Source: an optimization exercise on an open RTL-to-GDS flow (aim: small area and a short achievable clock period). Production flows keep margins and buffers that such runs may drop. At most, simulation tests tie the RTL to the original design; equivalence was not proved.

## run a
==> flow/design.v <==
module alu(
	input	wire		en,
	input	wire[3:0]	op,
	input	wire[15:0]	A,
	input	wire[15:0]	B,
	input	wire[15:0]	p,
	input	wire[15:0]	g,
	output	wire[15:0]	res
	);
	wire	o_and = en & (op == 4'b0011);
	wire	o_or  = en & (op == 4'b0100);
	wire	o_xor = en & (op == 4'b0101);
	wire	o_not = en & (op == 4'b0110);
	wire	o_sll = en & (op == 4'b0111);
	wire	o_srl = en & (op == 4'b1000);
	wire	o_sra = en & (op == 4'b1001);
	wire	o_rol = en & (op == 4'b1010);
	wire	right = (op[3:1] == 3'b100);
	wire	sg = o_and | o_or;
	wire	sp = o_or | o_xor;
	wire[15:0]	lo = ({16{sg}} & g) | ({16{sp}} & p) | ({16{o_not}} & ~A);
	wire[3:0]	b = B[3:0];
	wire[3:0]	amt;
	assign amt[0] = b[0];
	assign amt[1] = b[1] ^ (right & b[0]);
	assign amt[2] = b[2] ^ (right & (b[0] | b[1]));
	assign amt[3] = b[3] ^ (right & (b[0] | b[1] | b[2]));
	wire[15:0]	r0 = amt[0] ? {A[14:0], A[15]} : A;
	wire[15:0]	r1 = amt[1] ? {r0[13:0], r0[15:14]} : r0;
	wire[15:0]	r2 = amt[2] ? {r1[11:0], r1[15:12]} : r1;
	wire[15:0]	r3 = amt[3] ? {r2[7:0], r2[15:8]} : r2;
	wire		big = |B[15:4];
	wire		b16 = (B == 16'd16);
	wire[15:0]	tlv = 16'hffff << b;	 
	wire		rolm = o_rol & (~big | b16);
	wire		sllm = o_sll & ~big;
	wire		srm = (o_srl | o_sra) & ~big;
	genvar k;
	generate
		for (k = 0; k < 16; k = k + 1) begin : shm
			wire tr = tlv[15-k];
			wire m = (sllm & tlv[k]) | (srm & tr) | rolm;
			assign res[k] = (r3[k] & m) | (o_sra & A[15] & ~(tr & ~big)) | lo[k];
		end
	endgenerate
endmodule
module cla16(
	input	wire[15:0]	g,
	input	wire[15:0]	p,
	input	wire		ci,
	output	wire[16:0]	c
	);
	wire[79:0]	gl;
	wire[79:0]	pl;
	assign gl[15:0] = {g[15:1], g[0] | (p[0] & ci)};
	assign pl[15:0] = p;
	genvar k, l;
	generate
		for (l = 0; l < 4; l = l + 1) begin : lvl
			for (k = 0; k < 16; k = k + 1) begin : bt
				if ((k >> l) & 1) begin : op
					localparam integer j = ((k >> l) << l) - 1;
					assign gl[16*l+16+k] = gl[16*l+k] | (pl[16*l+k] & gl[16*l+j]);
					assign pl[16*l+16+k] = pl[16*l+k] & pl[16*l+j];
				end else begin : pass
					assign gl[16*l+16+k] = gl[16*l+k];
					assign pl[16*l+16+k] = pl[16*l+k];
				end
			end
		end
	endgenerate
	assign c = {gl[79:64], ci};
endmodule
module statem(
	input	wire		clk,
	input	wire		rst,
	input	wire[15:0]	sw,
	output	wire[15:0]	Fout
	);
	reg[1:0]	i;
	reg		show;		 
	reg[15:0]	A0;
	reg[15:0]	B0;
	reg[7:0]	cr;		 
	wire	i0 = (i == 2'd0);
	wire	i1 = (i == 2'd1);
	wire	i2 = (i == 2'd2);
	wire	i3 = (i == 2'd3);
	wire	o_add = (sw[3:0] == 4'b0001);
	wire	o_sub = (sw[3:0] == 4'b0010);
	wire[15:0]	bn = ({16{i1}} & sw) | ({16{i2 & o_add}} & B0) | ({16{i2 & o_sub}} & ~B0);
	wire[15:0]	y = i1 ? sw : ~B0;
	wire[16:0]	cy;
	cla16 nc(.g(A0 & y), .p(A0 ^ y), .ci(~i1), .c(cy));
	wire[7:0]	cyv = {cy[14], cy[12], cy[10], cy[8], cy[6], cy[4], cy[2], cy[0]};
	wire[7:0]	crn = ({8{i1 | (i2 & o_sub)}} & cyv) | ({8{i2 & o_add}} & cr);
	wire[15:0]	p = A0 ^ B0;
	wire[15:0]	g = A0 & B0;
	wire[16:0]	c;
	genvar k;
	generate
		for (k = 0; k < 8; k = k + 1) begin : fc
			assign c[2*k] = cr[k];
			assign c[2*k+1] = g[2*k] | (p[2*k] & cr[k]);
		end
	endgenerate
	assign c[16] = g[15] | (p[15] & c[15]);
	wire[15:0]	s = p ^ c[15:0];
	assign Fout = {16{show}} & s;
	wire	SF = s[15];
	wire	ZF = ~(|s);
	wire	CF = c[16] ^ cr[0];
	wire	OF = (c[15] ^ c[16]) & ~(cr[0] & ~(|A0));
	wire[15:0]	res;
	alu a(.en(i2), .op(sw[3:0]), .A(A0), .B(B0), .p(p), .g(g), .res(res));
	always @(posedge clk or negedge rst) begin
		if (rst == 0) begin
			i <= 2'd0;
			show <= 1'b0;
		end else begin
			i <= i + 2'd1;
			if (i2)
				show <= 1'b1;
		end
	end
	always @(posedge clk) begin
		B0 <= bn;
		cr <= crn;
		if (i0 | i3 | (i2 & ~o_add & ~o_sub))
			A0 <= ({16{i0}} & sw) | res | {12'b0, {4{i3}} & {SF, OF, ZF, CF}};
	end
endmodule
clock: 6.0 ns
lec_check: 0
cap_margin: 20
core_margin: 2
core_utilization: 40
setup_slack_margin: 2.5
slew_margin: 20
standard.sh (not shown) runs the stock make flow with config.mk's settings and CLKGATE_MAP_FILE= SYNTH_SCRIPT=/design/flow/synth_recipe.tcl, a recipe that flattens the netlist after the stock synthesis.
==> flow/flow/run.sh <==
#!/bin/bash
# Own flow: the standard layout, except that synthesis leaves adders to ABC
# (no full/half-adder cells) and maps with the ABC script in flow/abc.script.
set -euo pipefail
W=$(pwd)
# scripts folder = ORFS's scripts, with abc_area.script replaced by ours
mkdir -p "$W/scripts_own"
for f in "$FLOW_HOME"/scripts/*; do ln -sf "$f" "$W/scripts_own/"; done
rm -f "$W/scripts_own/abc_area.script"
cp "$W/flow/abc.script" "$W/scripts_own/abc_area.script"
make -C "$FLOW_HOME" DESIGN_CONFIG="$W/config.mk" WORK_HOME="$W/orfs" CLKGATE_MAP_FILE= \
	SYNTH_SCRIPT="$W/synth_recipe.tcl" SCRIPTS_DIR="$W/scripts_own" \
	ADDER_MAP_FILE= ABC_AREA=1 synth > "$W/synth.log" 2>&1
# the rest of the standard flow (synthesis is up to date, so make skips it)
bash "$W/standard.sh" > "$W/layout.log" 2>&1
==> flow/flow/abc.script <==
strash
&get -n
&st
&dch -f
&nf -a
&put
topo
> inputs changed (run a -> run b)
--- a/flow/design.v
+++ b/flow/design.v
@@ -80,38 +80,43 @@
 	reg[1:0]	i;
 	reg		show;		 
 	reg[15:0]	A0;
 	reg[15:0]	B0;
-	reg[7:0]	cr;		 
+	reg		cin;
+	reg		c4, c8, c12;
 	wire	i0 = (i == 2'd0);
 	wire	i1 = (i == 2'd1);
 	wire	i2 = (i == 2'd2);
 	wire	i3 = (i == 2'd3);
 	wire	o_add = (sw[3:0] == 4'b0001);
 	wire	o_sub = (sw[3:0] == 4'b0010);
 	wire[15:0]	bn = ({16{i1}} & sw) | ({16{i2 & o_add}} & B0) | ({16{i2 & o_sub}} & ~B0);
-	wire[15:0]	y = i1 ? sw : ~B0;
-	wire[16:0]	cy;
-	cla16 nc(.g(A0 & y), .p(A0 ^ y), .ci(~i1), .c(cy));
-	wire[7:0]	cyv = {cy[14], cy[12], cy[10], cy[8], cy[6], cy[4], cy[2], cy[0]};
-	wire[7:0]	crn = ({8{i1 | (i2 & o_sub)}} & cyv) | ({8{i2 & o_add}} & cr);
+	wire		cn = i2 & o_sub;
+	wire[15:0]	pn = A0 ^ bn;
+	wire[15:0]	gn = A0 & bn;
+	wire[16:0]	cc;
+	cla16 nc(.g(gn), .p(pn), .ci(cn), .c(cc));
 	wire[15:0]	p = A0 ^ B0;
 	wire[15:0]	g = A0 & B0;
+	genvar k;
 	wire[16:0]	c;
-	genvar k;
+	assign c[0] = cin;
+	assign c[4] = c4;
+	assign c[8] = c8;
+	assign c[12] = c12;
 	generate
-		for (k = 0; k < 8; k = k + 1) begin : fc
-			assign c[2*k] = cr[k];
-			assign c[2*k+1] = g[2*k] | (p[2*k] & cr[k]);
+		for (k = 0; k < 16; k = k + 1) begin : fc
+			if (k % 4 != 3)
+				assign c[k+1] = g[k] | (p[k] & c[k]);
 		end
 	endgenerate
 	assign c[16] = g[15] | (p[15] & c[15]);
 	wire[15:0]	s = p ^ c[15:0];
 	assign Fout = {16{show}} & s;
 	wire	SF = s[15];
 	wire	ZF = ~(|s);
-	wire	CF = c[16] ^ cr[0];
-	wire	OF = (c[15] ^ c[16]) & ~(cr[0] & ~(|A0));
+	wire	CF = c[16] ^ cin;
+	wire	OF = (c[15] ^ c[16]) & ~(cin & ~(|A0));
 	wire[15:0]	res;
 	alu a(.en(i2), .op(sw[3:0]), .A(A0), .B(B0), .p(p), .g(g), .res(res));
 	always @(posedge clk or negedge rst) begin
 		if (rst == 0) begin
@@ -124,9 +129,12 @@
 		end
 	end
 	always @(posedge clk) begin
 		B0 <= bn;
-		cr <= crn;
+		cin <= cn;
+		c4 <= cc[4];
+		c8 <= cc[8];
+		c12 <= cc[12];
 		if (i0 | i3 | (i2 & ~o_add & ~o_sub))
 			A0 <= ({16{i0}} & sw) | res | {12'b0, {4{i3}} & {SF, OF, ZF, CF}};
 	end
 endmodule
### Flow results
Looking at synthesis-to-finish area growth, run b sits above run a.
Re non-clock inverter total of the final layout: run b and run a aren't equal, and the higher value belongs to run a.
Compared with run a, run b shows a lower number of unique standard cell types used by synthesis.
Count of buffers added by post-CTS timing repair for setup was higher in the run labelled run b.
Largest fanout of any net on the critical path: run b lower than run a
Maximum frequency (run b vs. run a) decreases slightly
Function not checked in run b: the RTL went through the layout flow alone.

* * *

Setup of 07-16:
Starts from the design.v that is shown in full above.
Settings: LEC_CHECK=0, CAP_MARGIN=20, CORE_MARGIN=2, CORE_UTILIZATION=40, SETUP_SLACK_MARGIN=2.8, SLEW_MARGIN=20; clock period 6.0 ns.
==> flow/flow/run.sh <==
#!/bin/bash
# Own flow: the standard layout, except that synthesis leaves adders to ABC
# (no full/half-adder cells) and maps with the ABC script in flow/abc.script.
set -euo pipefail
W=$(pwd)
# scripts folder = ORFS's scripts, with abc_area.script replaced by ours
mkdir -p "$W/scripts_own"
for f in "$FLOW_HOME"/scripts/*; do ln -sf "$f" "$W/scripts_own/"; done
rm -f "$W/scripts_own/abc_area.script"
cp "$W/flow/abc.script" "$W/scripts_own/abc_area.script"
make -C "$FLOW_HOME" DESIGN_CONFIG="$W/config.mk" WORK_HOME="$W/orfs" CLKGATE_MAP_FILE= \
	SYNTH_SCRIPT="$W/synth_recipe.tcl" SCRIPTS_DIR="$W/scripts_own" \
	ADDER_MAP_FILE= ABC_AREA=1 synth > "$W/synth.log" 2>&1
# the rest of the standard flow (synthesis is up to date, so make skips it),
# with plain buffers on the ports
export BUFFER_PORTS_ARGS="-buffer_cell sky130_fd_sc_hd__buf_2"
bash "$W/standard.sh" > "$W/layout.log" 2>&1
==> flow/flow/abc.script <==
strash
&get -n
&st
&dch -f
&nf -R 75
&put
topo
07-16: full flow OK, the timing, DRC and antenna checks passed
diff inputs: 07-16 => 09-11
--- a/flow/design.v
+++ b/flow/design.v
@@ -81,7 +81,8 @@
 	reg		show;		 
 	reg[15:0]	A0;
 	reg[15:0]	B0;
-	reg[7:0]	cr;		 
+	reg		cin;
+	reg		c4, c8, c12;
 	wire	i0 = (i == 2'd0);
 	wire	i1 = (i == 2'd1);
 	wire	i2 = (i == 2'd2);
@@ -89,19 +90,23 @@
 	wire	o_add = (sw[3:0] == 4'b0001);
 	wire	o_sub = (sw[3:0] == 4'b0010);
 	wire[15:0]	bn = ({16{i1}} & sw) | ({16{i2 & o_add}} & B0) | ({16{i2 & o_sub}} & ~B0);
-	wire[15:0]	y = i1 ? sw : ~B0;
-	wire[16:0]	cy;
-	cla16 nc(.g(A0 & y), .p(A0 ^ y), .ci(~i1), .c(cy));
-	wire[7:0]	cyv = {cy[14], cy[12], cy[10], cy[8], cy[6], cy[4], cy[2], cy[0]};
-	wire[7:0]	crn = ({8{i1 | (i2 & o_sub)}} & cyv) | ({8{i2 & o_add}} & cr);
+	wire		cn = i2 & o_sub;
+	wire[15:0]	pn = A0 ^ bn;
+	wire[15:0]	gn = A0 & bn;
+	wire[16:0]	cc;
+	cla16 nc(.g(gn), .p(pn), .ci(cn), .c(cc));
 	wire[15:0]	p = A0 ^ B0;
 	wire[15:0]	g = A0 & B0;
+	genvar k;
 	wire[16:0]	c;
-	genvar k;
+	assign c[0] = cin;
+	assign c[4] = c4;
+	assign c[8] = c8;
+	assign c[12] = c12;
 	generate
-		for (k = 0; k < 8; k = k + 1) begin : fc
-			assign c[2*k] = cr[k];
-			assign c[2*k+1] = g[2*k] | (p[2*k] & cr[k]);
+		for (k = 0; k < 16; k = k + 1) begin : fc
+			if (k % 4 != 3)
+				assign c[k+1] = g[k] | (p[k] & c[k]);
 		end
 	endgenerate
 	assign c[16] = g[15] | (p[15] & c[15]);
@@ -109,8 +114,8 @@
 	assign Fout = {16{show}} & s;
 	wire	SF = s[15];
 	wire	ZF = ~(|s);
-	wire	CF = c[16] ^ cr[0];
-	wire	OF = (c[15] ^ c[16]) & ~(cr[0] & ~(|A0));
+	wire	CF = c[16] ^ cin;
+	wire	OF = (c[15] ^ c[16]) & ~(cin & ~(|A0));
 	wire[15:0]	res;
 	alu a(.en(i2), .op(sw[3:0]), .A(A0), .B(B0), .p(p), .g(g), .res(res));
 	always @(posedge clk or negedge rst) begin
@@ -125,7 +130,10 @@
 	end
 	always @(posedge clk) begin
 		B0 <= bn;
-		cr <= crn;
+		cin <= cn;
+		c4 <= cc[4];
+		c8 <= cc[8];
+		c12 <= cc[12];
 		if (i0 | i3 | (i2 & ~o_add & ~o_sub))
 			A0 <= ({16{i0}} & sw) | res | {12'b0, {4{i3}} & {SF, OF, ZF, CF}};
 	end
--- outcome ---
- Going from 07-16 to 09-11, design area went down by 0.76%, post-synthesis sequential area ratio was more or less identical, number of sequential cells in the layout fell by about 9%, routed length per instance down 0.55 um.
- Routed wire length on 09-11 is ahead of 07-16.
- sky130_fd_sc_hd__nor2_1 as the most common library cell in the layout ignoring fill and taps was reported by 09-11, and sky130_fd_sc_hd__nand2_1 by 07-16.
- End of the critical path = A0[12]: 07-16; end of the critical path = Fout[15]: 09-11
- Of 09-11 and 07-16, the lower met1 routed wirelength after detailed routing belongs to 09-11.
- Taking 07-16 as the reference, in 09-11 die outline area moved down, fmax fell about 4%, area of the mapped netlist lost about 7.5%, maximum fanout along the worst path lower.
Function not checked in 09-11: the RTL went through the layout flow alone.

## afterwards: timing with drivers on the ports
Ports are ideal in the flow. The routed layouts listed here were re-timed in OpenROAD.
Step 1 assumes that a clkbuf_16 drives the clock port and a buf_2 every other input.
Step 2 also shifts input and output timing later by t, the mid clock arrival at the registers, as if the neighbouring blocks saw the same clock.
Three values: ideal ports, drivers, drivers and shift; two values: the first two.
run	t (ns)	setup slack, ns	worst setup path after step 2	worst data-port slew with drivers (ns)	cell pins on the clock port's net
run a	0.344	2.523 / 2.513 / 2.190	input to register	0.04	1
run b	0.328	2.463 / 2.430 / 2.263	input to register	0.04	1
07-16	0.340	2.809 / 2.825 / 2.485	input to register	0.03	1
09-11	0.330	2.670 / 2.639 / 2.577	input to register	0.03	1
After both steps setup and hold are still met in every run listed. For run a, which loses most, drivers alone change the setup slack by -0.010 ns; drivers and shift together by -0.333 ns.
